Source: an optimization exercise on an open RTL-to-GDS flow (aim: small area). Production flows keep margins and buffers that such runs may drop.
RTL that was checked went through simulation tests only; none was proved equivalent to the original.
For run 3, only the layout was checked, not whether the RTL still works.
No activity file was given, so power comes from the tool's default toggle rates.

`design/flow/design.v`:
```
module debounce (
    input  clk,
    input  reset,
    input  in,
    output out
);
   localparam [11:0] P = 12'hAAA;
   reg        lvl, wt;
   reg [11:0] q;
   wire [11:0] y    = q ^ P;
   wire        z9   = ~|{y[10:7], y[5:4], y[2:0]};
   wire        fb   = y[11] ^ (y[3] | y[6] | z9);
   wire        done = z9 & ~y[3] & ~y[6] & y[11];
   wire        flip = wt & done;
   always @(posedge clk or posedge reset)
      if (reset) begin
         lvl <= 1'b0;
         wt  <= 1'b0;
      end else begin
         lvl <= lvl ^ flip;
         wt  <= (in ^ lvl) & ~flip;
      end
   always @(posedge clk)
      q <= wt ? ({y[10:0], fb} ^ P) : P;
   assign out = lvl;
endmodule
module counter (
    input  clk,
    input  rst,
    input  hard,      
    output en
);
   reg [14:0] y;
   reg        c15;
   wire z13  = ~|y[12:0];
   wire fb   = y[14] ^ (y[13] | z13);
   wire wrap = z13 & ~y[13] & y[14];      
   always @(posedge clk or posedge rst)
      if (rst) begin
         y   <= 15'd0;
         c15 <= 1'b0;
      end else begin
         y   <= {y[13:0], fb};
         c15 <= c15 ^ wrap;
      end
   assign en = wrap & (hard | c15);
endmodule
module guess_FSM (
    input        clk,
    input        en,
    input        reset,
    input  [3:0] b,
    output       s0, s1, s2, s3,
    output       win,
    output       lose
);
   reg       p;
   reg [1:0] a;
   wire any  = |b;
   wire hit  = (b == (4'b0001 << a));     
   always @(posedge clk or posedge reset)
      if (reset) begin
         p <= 1'b0;
         a <= 2'b00;
      end else if (en) begin
         p <= any;
         if (any) begin
            if (!p) a[0] <= ~hit;
         end else begin
            a <= p ? 2'b00 : a + 2'b01;
         end
      end
   assign s0   = ~p & (a == 2'd0);
   assign s1   = ~p & (a == 2'd1);
   assign s2   = ~p & (a == 2'd2);
   assign s3   = ~p & (a == 2'd3);
   assign win  = p & ~a[0];
   assign lose = p & a[0];
endmodule
module guessing_game (
    input         btnU, btnD, btnR, btnL, clk, btnC,
    input  [15:0] sw,
    output [6:0]  seg,
    output [3:0]  an,
    output [15:0] led,
    output        dp
);
   wire [3:0] b;
   wire       en;
   wire       s0, s1, s2, s3, win, lose;
   debounce db0 (.clk(clk), .reset(btnC), .in(btnR), .out(b[0]));
   debounce db1 (.clk(clk), .reset(btnC), .in(btnD), .out(b[1]));
   debounce db2 (.clk(clk), .reset(btnC), .in(btnL), .out(b[2]));
   debounce db3 (.clk(clk), .reset(btnC), .in(btnU), .out(b[3]));
   counter step (.clk(clk), .rst(btnC), .hard(sw[0]), .en(en));
   guess_FSM fsm (.clk(clk), .en(en), .reset(btnC), .b(b),
                  .s0(s0), .s1(s1), .s2(s2), .s3(s3), .win(win), .lose(lose));
   assign seg = {~s1, ~s2, 3'b111, ~s0, ~s3};
   assign led = {8{win | lose, win}};
   assign an  = 4'b1110;
   assign dp  = 1'b1;
endmodule
```
`design/flow/run.sh`:
```
#!/bin/bash
# synth_recipe.tcl (not shown) runs the flow's synth.tcl, then flattens the netlist and writes it again
# the make line also repeats each setting of config.mk as NAME=value (left out here)
make -C /OpenROAD-flow-scripts/flow DESIGN_CONFIG=/design/flow/config.mk WORK_HOME=/design/flow/orfs CLKGATE_MAP_FILE= SYNTH_SCRIPT=/design/flow/synth_recipe.tcl finish
```
`design/flow/config.mk`:
```
export PLATFORM = sky130hd
export DESIGN_NAME = guessing_game
export DESIGN_NICKNAME = guessing_game
export VERILOG_FILES = /design/flow/design.v
export SDC_FILE = /design/flow/constraint.sdc
export NUM_CORES = 4
export LEC_CHECK = 0
export CAP_MARGIN = 20
export CORE_MARGIN = 2
export CORE_UTILIZATION = 40
export SLEW_MARGIN = 20
```
`design/flow/constraint.sdc`:
```
create_clock -name core_clock -period 10.0 [get_ports {clk}]
set_input_delay 2.0000 -clock core_clock [delete_from_list [all_inputs] [get_ports {clk}]]
set_output_delay 2.0000 -clock core_clock [all_outputs]
set_load 0.01 [all_outputs]
```
==> flow_summary_export.csv, run 1 <==
group,metric,value,unit
status,outcome,"timing/DRC/antenna clean",
worst_setup_path,cp_max_fo,10,
finish,synthToLayoutAreaGrowth,14.25,%
flow_run,maxCapViolCount,0,
clock_tree,clk_pin_slew,0.07,ns
detailed_routing,drc,0,
global_routing,grt_max_degree,28,
finish,antenna_cells,0,
yosys,avgSynthCellArea,11.70,µm²
global_routing,antenna_found_initial,0,
detailed_routing,firstDrtPassIters,6,
place,gp_congestion,0.7168,
floorplanning,row_count,29,
detailed_routing,drt_iter0_drc,52,
timing,period_minus_slack,4.116,ns
timing,fin_crit_sh,0.4116,
timing,fin_setup_tns,0,ns
timing,fin_skew,0.004991,ns
yosys,ys_seq_area_frac,0.6053,
timing,timing.final.hold_violations,0,
worst_setup_path,worstPathArrival,2.12,ns
clock_tree,cts_hold_buffers,0,
clock_tree,cts_setup_buffers,0,
yosys,syn-cell-area,2704,µm²
timing,drv_slew,0,
floorplanning,start_util,0.4186,
floorplanning,dieArea,7433,µm²
finish,layout.nets,272,
floorplanning,io_pins,50,
floorplanning,die_y,86.22,µm
clock_tree,clk_latency,0.33,ns
yosys,ys_types,31,
global_routing,grt_pass1_vias,1437,
clock_tree,cts-htree-levels,3,
pwr,p_leak,1.265,nW
place,port-buffer-count,26,
timing,setup_viol_count_final,0,
clock_tree,cts_buffers,9,
yosys,netlist_instances,231,
worst_hold_path,hold_path_class,"flip-flop to flip-flop",
yosys,synth_warnings,3,
finish,drive_gt1_frac,0.09163,
worst_setup_path,cp.required,8.00,ns
global_routing,grt_first_pass_wirelength,6.879,mm
timing,max_slew.worst_pin.slew,0.5583,ns
detailed_routing,routed_wl,3.948,mm
worst_setup_path,path_class,"flip-flop to output pin",
detailed_routing,routed_via_density,4.585,
pwr,power.density,195.0,nW/µm²
clock_tree,cts_tree,"built",
place,hpwl,2.711,mm
worst_setup_path,crit_path_start_kind,"flip-flop",
detailed_routing,via_count,1504,
worst_setup_path,worst_setup_path_end_kind,"output pin",
detailed_routing,antenna_left,0,
clock_tree,cts_sinks,75,
timing,maxSlewHeadroom,0.6273,
yosys,synth.ff_latch_count,75,
detailed_routing,routedWlPerCell,12.04,µm
clock_tree,ctsResizeCount,0,
pwr,max-vdd-ir-drop,0.1036,mV
pwr,power,0.0006024,W
timing,fmax,242.9,MHz
clock_tree,cts_root_buf,"clkbuf_8",
floorplanning,die_w,86.22,µm
global_routing,overflow,0,
floorplanning,design.core.area,6459,µm²
clock_tree,cts_max_path_buffers,2,
global_routing,grt_use_total,0.1240,
timing,grt_setup_unrepaired,"false",
## kinds of logic after synthesis
group	Yosys count	share of synthesized area
flip-flops	75	0.6053
multiplexers	1	0.003702
other	2	0.002778
XOR/XNOR	18	0.05831
adder cells (fa/ha/maj)	4	0.01851
AO/OA/AOI/OAI	9	0.02453
buffers and inverters	32	0.07635
AND/OR/NAND/NOR	90	0.2105
## placed cells by master (no fill, tap or decap), types with 3 or more instances in the layout
cell,Yosys,routed
clkbuf_1,5,3
dfxtp_1,48,48
clkbuf_8,0,11
nor2_1,3,3
nor4_4,3,3
xor2_1,8,8
nor3b_1,4,4
or4b_4,3,3
inv_1,4,3
conb_1,2,8
dfrtp_1,27,27
nor4bb_1,4,4
nand3_1,3,3
ha_1,4,4
clkdlybuf4s50_1,0,26
a21oi_1,6,6
nor2b_1,20,20
and2_1,4,4
nand2_1,34,34
xnor2_1,10,10
## critical path: stages, from the launching register on
cell             delay [ns]
dfrtp_1                0.53
inv_1                  0.21
nor2_1                 0.42
clkdlybuf4s50_1        0.63
## path summary, 6_finish.rpt
path	from	to	slack (ns)	cells after the start
setup / recovery	fsm.p	led[2]	5.88	3
hold / removal	step.y[10]	step.y[11]	0.38	0
setup reg to reg	fsm.a[0]	fsm.a[0]	8.08	6
hold reg to reg	step.y[10]	step.y[11]	0.38	0
max in group asynchronous	btnC	db3.lvl	7.60	2
min in group asynchronous	btnC	step.y[9]	2.03	2
## routing by layer
layer | GRT usage | share of wire | vias up
met5 | 0 | 0 | -
met1 | 0.1690 | 0.53 | 711
met4 | 0.06392 | 0.017 | 0
li1 | - | - | 747
met2 | 0.1663 | 0.41 | 42
met3 | 0.05429 | 0.048 | 4
## state kept, by name, indices dropped and copies added (netlist names), 2 cells and up
name	flops
db0.q	12
db1.q	12
db2.q	12
db3.q	12
fsm.a	2
step.y	15
## stage by stage
step	utilization	area [µm²]	cells	setup slack (ns)	hold WS (ns)
6_report	0.4783	3089	328	5.884	0.3771
3_3_place_gp	0.4477	2892	312	6.262	0.3622
3_5_place_dp	0.4477	2892	312	6.208	0.3654
2_1_floorplan	-	2726	237	7.060	0.3526
4_1_cts	0.4783	3089	328	5.828	0.3792
5_1_grt	0.4783	3089	328	5.642	0.3817
## area by class of cell
class / count / area, µm²
clock buffer: 14 / 162.7
tap: 77 / 96.34
timing repair buffer: 26 / 260.3
sequential: 75 / 1637
inverter: 4 / 15.01
multi-input combinational: 130 / 883.3
fill: 619 / 3369
clock inverter: 2 / 35.03
## synth_stat cells (all sizes together)
| cell type | number | area, µm² |
|---|---|---|
| a2111oi | 1 | 8.760 |
| a41oi | 1 | 8.760 |
| nand3 | 3 | 15.01 |
| and2 | 5 | 31.28 |
| nor3b | 4 | 30.03 |
| nor4b | 1 | 8.760 |
| nor4 | 7 | 101.3 |
| dfxtp | 48 | 960.9 |
| nand2 | 34 | 127.6 |
| clkbuf | 5 | 18.77 |
| nor3 | 1 | 5.000 |
| nor2 | 3 | 11.26 |
| nand4 | 2 | 12.51 |
| or4b | 3 | 41.29 |
| mux2i | 1 | 10.01 |
| xnor2 | 10 | 87.58 |
| conb | 2 | 7.510 |
| nor4bb | 4 | 40.04 |
| ha | 4 | 50.05 |
| or4 | 1 | 7.510 |
| inv | 4 | 15.01 |
| nor2b | 20 | 125.1 |
| o21bai | 1 | 18.77 |
| xor2 | 8 | 70.07 |
| buf | 23 | 172.7 |
| a21oi | 6 | 30.03 |
| or3 | 2 | 12.51 |
| dfrtp | 27 | 675.7 |
## where the power goes
group | leakage [nW] | switching (W) | internal, W
registers | 0.725 | 0.0000117 | 0.000312
clock network | 0.101 | 0.000101 | 0.000129
logic | 0.439 | 0.0000205 | 0.0000289
==> run 2, diff against run 1 <==
--- a/design/flow/config.mk
+++ b/design/flow/config.mk
@@ -10,2 +10,4 @@
 export CORE_UTILIZATION = 40
+export CTS_BUF_LIST = sky130_fd_sc_hd__clkbuf_4
+export CTS_CLUSTER_SIZE = 30
 export SLEW_MARGIN = 20
==> run 2 against run 1 <==
Sequential power barely moved. First-iteration DRC count is 23% lower. Still clean. Sequential cell count stayed put. Count of clock-buffer cells in the layout down 2. Critical endpoint unchanged. Non-clock buffer count did not move. Core utilization fell by 1.0 points. Cell area is 2.1% lower. Highest routed layer unchanged. Die area stayed put.
==> flow_summary_export.csv, run 2 <==
group,metric,value,unit
status,outcome,"timing/DRC/antenna clean",
clock_tree,cts_sinks,75,
finish,largest_register,"step.y",
global_routing,antenna_found_initial,0,
place,port-buffer-count,26,
detailed_routing,drc,0,
timing,timing.final.hold_violations,0,
clock_tree,cts_hold_buffers,0,
global_routing,grt_first_pass_wirelength,6.768,mm
flow_run,maxCapViolCount,0,
yosys,ys_types,31,
finish,layout_common_cells,"dfxtp_1, nand2_1, dfrtp_1",
timing,maxSlewHeadroom,0.6322,
clock_tree,clk_latency,0.40,ns
floorplanning,row_count,29,
detailed_routing,routed_wl,3.879,mm
clock_tree,clk_pin_slew,0.12,ns
clock_tree,cts_setup_buffers,0,
worst_setup_path,worstPathArrival,2.19,ns
pwr,power.density,181.7,nW/µm²
worst_hold_path,holdPathEnd,"step.y[11]",
worst_hold_path,min-delay-start,"step.y[10]",
global_routing,grt_max_degree,28,
global_routing,overflow,0,
finish,antenna_cells,0,
clock_tree,cts_root_buf,"clkbuf_4",
pwr,max-vdd-ir-drop,0.1161,mV
yosys,synth_area_leader_cell,"dfxtp_1",
clock_tree,cts_tree,"built",
floorplanning,start_util,0.4186,
worst_setup_path,worst_setup_path_end_kind,"output pin",
timing,period_minus_slack,4.189,ns
finish,postLayoutCoreUtil,0.4682,
timing,fmax,238.7,MHz
finish,fin_cells,328,
finish,synthToLayoutAreaGrowth,11.85,%
floorplanning,die_w,86.22,µm
yosys,yosys-top-cells-count,"dfxtp_1, nand2_1, dfrtp_1",
worst_setup_path,rr_endpoint,"fsm.a[0]",
yosys,netlist_instances,231,
worst_setup_path,cp.required,8.00,ns
timing,fin_skew,0.01204,ns
worst_setup_path,path_class,"flip-flop to output pin",
timing,max_slew.worst_pin.slew,0.5508,ns
timing,setup_viol_count_final,0,
timing,fin_setup_tns,0,ns
yosys,ys_seq_area_frac,0.6053,
floorplanning,design.core.area,6459,µm²
place,placed_area,2892,µm²
yosys,async_reset_ff_frac,0.3600,
worst_hold_path,hold_path_class,"flip-flop to flip-flop",
place,hpwl,2.711,mm
finish,drive_gt1_frac,0.09562,
floorplanning,dieArea,7433,µm²
pwr,p_leak,1.240,nW
clock_tree,cts-htree-levels,3,
detailed_routing,routed_via_density,4.595,
finish,final_area,3024,µm²
detailed_routing,routedWlPerCell,11.83,µm
yosys,synth-main-ff-cell,"dfxtp_1",
yosys,yosys.area.top_type_share,0.3554,
clock_tree,cts_max_path_buffers,2,
worst_setup_path,crit_path_start_kind,"flip-flop",
timing,grt_setup_unrepaired,"false",
finish,largest_reg_flops,15,
worst_setup_path,crit-reg2reg-launch,"fsm.a[0]",
yosys,netlist_top_cells_area,"dfxtp_1, dfrtp_1, buf_4, nand2_1, nor2b_1",
worst_setup_path,r2r_slack,8.08,ns
floorplanning,io_pins,50,
floorplanning,die_y,86.22,µm
yosys,synth_edf_count,0,
worst_setup_path,cp_max_fo,10,
detailed_routing,firstDrtPassIters,4,
clock_tree,ctsResizeCount,0,
worst_setup_path,critical_path.startpoint,"fsm.p",
worst_setup_path,r2r_cells,6,
yosys,syn-cell-area,2704,µm²
clock_tree,cts_buffers,9,
finish,layout_commonest_cell,"dfxtp_1",
place,gp_congestion,0.7168,
detailed_routing,antenna_left,0,
place,placed_cells,312,
global_routing,grt_use_total,0.1196,
yosys,avgSynthCellArea,11.70,µm²
timing,drv_slew,0,
timing,fin_crit_sh,0.4189,
finish,layout.nets,272,
yosys,synth_warnings,3,
global_routing,grt_pass1_vias,1415,
yosys,synth_most_common_cell,"dfxtp_1",
yosys,synth.ff_latch_count,75,
worst_hold_path,min_path_cells,0,
detailed_routing,via_count,1507,
detailed_routing,drt_iter0_drc,40,
==> run 2: worst max-delay path, cell delays in order, from the launching register on <==
cell and delay [ns]:
dfrtp_1 0.54, inv_1 0.21, nor2_1 0.42, clkdlybuf4s50_1 0.63
==> run 2: power breakdown <==
part | internal (W) | switching (W)
Clock | 0.0000830 | 0.0000936
Combinational | 0.0000289 | 0.0000206
Sequential | 0.000312 | 0.0000117
==> run 2: layout make-up <==
cell class / instances / area [µm²]
sequential: 75 / 1637
clock buffer: 12 / 90.09
multi-input combinational: 130 / 883.3
timing repair buffer: 26 / 260.3
fill: 622 / 3435
clock inverter: 4 / 42.54
inverter: 4 / 15.01
tap: 77 / 96.34
==> run 2: per-layer routing <==
layer  GRT usage  routed length [µm]  share of wire  vias up
li1            -                   -              -      752
met1      0.1678                2056           0.53      712
met2      0.1649                1582           0.41       38
met3     0.05143                 184          0.047        5
met4     0.04261                  56          0.014        0
met5           0                   0              0        -
==> run 2: per-stage QoR <==
stage	worst slack, ns	total power, W	hold slack (ns)
5_1_grt	5.557	0.0005790	0.3814
3_3_place_gp	6.262	0.0003800	0.3622
2_1_floorplan	7.060	0.0003711	0.3526
6_report	5.811	0.0005495	0.3769
4_1_cts	5.749	0.0005590	0.3778
3_5_place_dp	6.208	0.0003802	0.3654
==> run 2: cells by family after synthesis <==
| family | synth area share |
|---|---|
| other | 0.002778 |
| buffers and inverters | 0.07635 |
| AND/OR/NAND/NOR | 0.2105 |
| flip-flops | 0.6053 |
| multiplexers | 0.003702 |
| XOR/XNOR | 0.05831 |
| adder cells (fa/ha/maj) | 0.01851 |
| AO/OA/AOI/OAI | 0.02453 |
==> run 2: how the worst max path moves through the flow <==
stage | end | slack (ns) | depth (start not counted)
floorplan | led[0] | 7.06 | 3
global placement | led[10] | 6.26 | 3
detailed placement | led[2] | 6.21 | 3
finish | led[2] | 5.81 | 3
global route | led[4] | 5.56 | 3
CTS | led[2] | 5.75 | 3
==> run 3, diff against run 2 <==
--- a/design/flow/design.v
+++ b/design/flow/design.v
@@ -6,10 +6,16 @@
 );
-   localparam [11:0] P = 12'hAAA;
    reg        lvl, wt;
    reg [11:0] q;
-   wire [11:0] y    = q ^ P;
-   wire        z9   = ~|{y[10:7], y[5:4], y[2:0]};
-   wire        fb   = y[11] ^ (y[3] | y[6] | z9);
-   wire        done = z9 & ~y[3] & ~y[6] & y[11];
-   wire        flip = wt & done;
+   wire [11:0] d;
+   genvar i;
+   generate
+      for (i = 1; i < 12; i = i + 1) begin : stage
+         if (i % 2) assign d[i] = ~(wt & q[i-1]);
+         else       assign d[i] = ~(~wt | q[i-1]);
+      end
+   endgenerate
+   wire z9   = ~(q[0] | d[2] | q[2] | q[4] | d[6] | d[8] | q[8] | d[10] | q[10]);
+   wire fb   = ~q[11] ^ (d[4] | q[6] | z9);        
+   assign d[0] = wt & fb;
+   wire flip = wt & z9 & ~d[4] & ~q[6] & ~q[11];   
    always @(posedge clk or posedge reset)
@@ -23,3 +29,3 @@
    always @(posedge clk)
-      q <= wt ? ({y[10:0], fb} ^ P) : P;
+      q <= d;
    assign out = lvl;
@@ -69,3 +75,3 @@
          end else begin
-            a <= p ? 2'b00 : a + 2'b01;
+            a <= p ? 2'b00 : {a[1] ^ a[0], ~a[0]};
          end
--- a/design/flow/config.mk
+++ b/design/flow/config.mk
@@ -10,4 +10,2 @@
 export CORE_UTILIZATION = 40
-export CTS_BUF_LIST = sky130_fd_sc_hd__clkbuf_4
-export CTS_CLUSTER_SIZE = 30
 export SLEW_MARGIN = 20
==> run 3 against run 2 <==
Still clean on timing, DRC and antenna. Critical path depth unchanged. Sequential share of layout area shrank 2.1 points. Synthesized cell count up 5.2%. Sequential cell count stayed put. Cell count is 4.6% higher. Critical endpoint unchanged. Largest cell class unchanged.
==> flow_summary_export.csv, run 3 <==
group,metric,value,unit
pwr,max-vdd-ir-drop,0.05539,mV
detailed_routing,drc,0,
worst_setup_path,rr_endpoint,"db2.lvl",
finish,final_area,3148,µm²
yosys,netlist_top_cells_area,"dfxtp_1, dfrtp_1, buf_4, nand2_1, nor2_1",
finish,multi_input_area,909.6,µm²
clock_tree,clk_latency,0.33,ns
flow_run,maxCapViolCount,0,
clock_tree,clk_pin_slew,0.07,ns
finish,seq_area,1637,µm²
worst_setup_path,cp_max_fo,11,
detailed_routing,via_count,1525,
clock_tree,cts_max_path_buffers,2,
yosys,synth.ff_latch_count,75,
yosys,syn-cell-area,2775,µm²
worst_setup_path,path_class,"flip-flop to output pin",
yosys,synth_edf_count,0,
clock_tree,cts_sinks,75,
floorplanning,io_pins,50,
timing,maxSlewHeadroom,0.6360,
timing,period_minus_slack,4.005,ns
worst_setup_path,worst_setup_path_end_kind,"output pin",
floorplanning,dieArea,7620,µm²
global_routing,grt_max_degree,28,
timing,fin_skew,0.009196,ns
place,placed_area,2937,µm²
yosys,yosys.area.top_type_share,0.3463,
worst_hold_path,min_path_cells,0,
floorplanning,die_y,87.30,µm
global_routing,grt_use_total,0.1108,
finish,layout_common_cells,"dfxtp_1, nand2_1, dfrtp_1",
yosys,synth_most_common_cell,"dfxtp_1",
timing,drv_slew,0,
finish,layout_commonest_cell,"dfxtp_1",
timing,max_slew.worst_pin.slew,0.5452,ns
global_routing,antenna_found_initial,0,
detailed_routing,routedWlPerCell,11.13,µm
yosys,synth_area_leader_cell,"dfxtp_1",
floorplanning,die_w,87.30,µm
worst_setup_path,r2r_slack,8.33,ns
finish,layout.nets,284,
global_routing,grt_first_pass_wirelength,6.575,mm
clock_tree,cts_setup_buffers,0,
detailed_routing,routed_wl,3.818,mm
timing,fin_crit_sh,0.4005,
yosys,synth_warnings,3,
global_routing,overflow,0,
detailed_routing,drt_iter0_drc,33,
clock_tree,cts_tree,"built",
yosys,ys_seq_area_frac,0.5897,
clock_tree,cts_buffers,9,
yosys,netlist_instances,243,
finish,drive_gt1_frac,0.1559,
worst_setup_path,worstPathArrival,2.01,ns
detailed_routing,routed_via_density,4.446,
finish,largest_reg_flops,15,
worst_setup_path,crit-reg2reg-launch,"db2.wt",
global_routing,grt_pass1_vias,1512,
floorplanning,design.core.area,6756,µm²
place,hpwl,2.695,mm
worst_hold_path,hold_path_class,"flip-flop to flip-flop",
timing,setup_viol_count_final,0,
detailed_routing,firstDrtPassIters,4,
timing,grt_setup_unrepaired,"false",
yosys,yosys-top-cells-count,"dfxtp_1, nand2_1, dfrtp_1",
worst_hold_path,min-delay-start,"step.y[10]",
yosys,ys_types,30,
yosys,synth-main-ff-cell,"dfxtp_1",
floorplanning,row_count,30,
pwr,power.density,180.8,nW/µm²
timing,fin_setup_tns,0,ns
clock_tree,ctsResizeCount,0,
finish,fillers,617,
place,gp_congestion,0.7303,
finish,largest_register,"step.y",
yosys,async_reset_ff_frac,0.3600,
worst_hold_path,holdPathEnd,"step.y[11]",
detailed_routing,antenna_left,0,
worst_setup_path,cp.required,8.00,ns
floorplanning,start_util,0.4107,
clock_tree,cts-htree-levels,3,
clock_tree,cts_hold_buffers,0,
place,port-buffer-count,26,
worst_setup_path,crit_path_start_kind,"flip-flop",
finish,synthToLayoutAreaGrowth,13.44,%
timing,fmax,249.7,MHz
yosys,avgSynthCellArea,11.42,µm²
worst_setup_path,r2r_cells,5,
clock_tree,cts_root_buf,"clkbuf_8",
pwr,p_leak,1.395,nW
timing,timing.final.hold_violations,0,
status,outcome,"timing/DRC/antenna clean",
finish,antenna_cells,0,
run 3: cell count changes in the layout (fill, tap and decap cells not counted), moves of 6 or more:
| cell | delta |
|---|---|
| clkbuf_4 | -12 |
| clkbuf_8 | +9 |
| nand3_1 | +6 |
| nor2_1 | +20 |
| nor2b_1 | -19 |
run 3: logic make-up (layout without fill, tap and decap cells):
group / Yosys count / in the layout / synth area share
multiplexers: 1 / 1 / 0.003607
adder cells (fa/ha/maj): 4 / 4 / 0.01803
XOR/XNOR: 18 / 18 / 0.06763
other: 2 / 8 / 0.002706
AO/OA/AOI/OAI: 9 / 9 / 0.02209
flip-flops: 75 / 75 / 0.5897
buffers and inverters: 36 / 50 / 0.09062
AND/OR/NAND/NOR: 98 / 98 / 0.2056
run 3: per-stage QoR:
stage	worst slack (ns)	utilization	hold WS (ns)	instances	power (W)
floorplan	7.041	-	0.3540	249	0.0003384
global placement	6.322	0.4346	0.3589	327	0.0003407
detailed placement	6.291	0.4346	0.3649	327	0.0003409
CTS	5.927	0.4659	0.3821	343	0.0005785
global route	5.772	0.4659	0.3935	343	0.0005953
finish	5.995	0.4659	0.3785	343	0.0005693
run 3: final cells by class:
cell class / count / share of cell area
multi-input cells: 138 / 0.2890
well taps: 80 / 0.03180
clock inverters: 5 / 0.01868
repair buffers: 26 / 0.08267
flip-flops and latches: 75 / 0.5199
clock buffers: 11 / 0.04849
inverters: 8 / 0.009539
run 3: worst max-delay path, cell delays in order, from the launching register on:
cell             delay (ns)
dfrtp_1                0.51
inv_1                  0.19
nor2_1                 0.36
clkdlybuf4s50_1        0.62
run 3: per-layer routing:
layer	wire [µm]	vias to the layer above	share of wire	track usage
li1	-	778	-	-
met1	1991	702	0.52	0.1451
met2	1606	38	0.42	0.1694
met3	146	7	0.038	0.02085
met4	74	0	0.019	0.06713
met5	0	-	0	0
run 3: worst max-delay path by stage:
stage           from      end  depth (start not counted)
2_1_floorplan  fsm.p   led[0]                          3
3_3_place_gp   fsm.p  led[10]                          3
3_5_place_dp   fsm.p   led[4]                          3
4_1_cts        fsm.p   led[4]                          3
5_1_grt        fsm.p   led[4]                          3
6_report       fsm.p   led[2]                          3
run 3: power by group:
group	switching, W	internal (W)
Sequential	0.00000519	0.000306
Clock	0.000104	0.000131
Combinational	0.0000116	0.0000114

-- afterwards: timing with drivers on the ports --
Ports are ideal in the flow. The routed layouts listed here were re-timed in OpenROAD. Step 1 assumes that a clkbuf_16 drives the clock port and a buf_2 every other input. Step 2, shift: input delay + t, output delay - t, t = (earliest + latest rising clock arrival at the registers) / 2. This alone moves slack from input paths to output paths. a / b / c = ideal / step 1 / step 2; a / b = the first two.
run | shift t [ns] | setup WS [ns] | latest minus earliest clock arrival (ns) | slew at the worst register clock pin (ns)
run 1 | 0.363 | 5.884 / 5.854 / 6.217 | 0.008 / 0.008 | 0.07 / 0.07
run 2 | 0.416 | 5.811 / 5.785 / 6.201 | 0.013 / 0.014 | 0.12 / 0.12
run 3 | 0.348 | 5.995 / 5.970 / 6.318 | 0.010 / 0.010 | 0.08 / 0.08
After both steps every run listed still meets setup and hold.
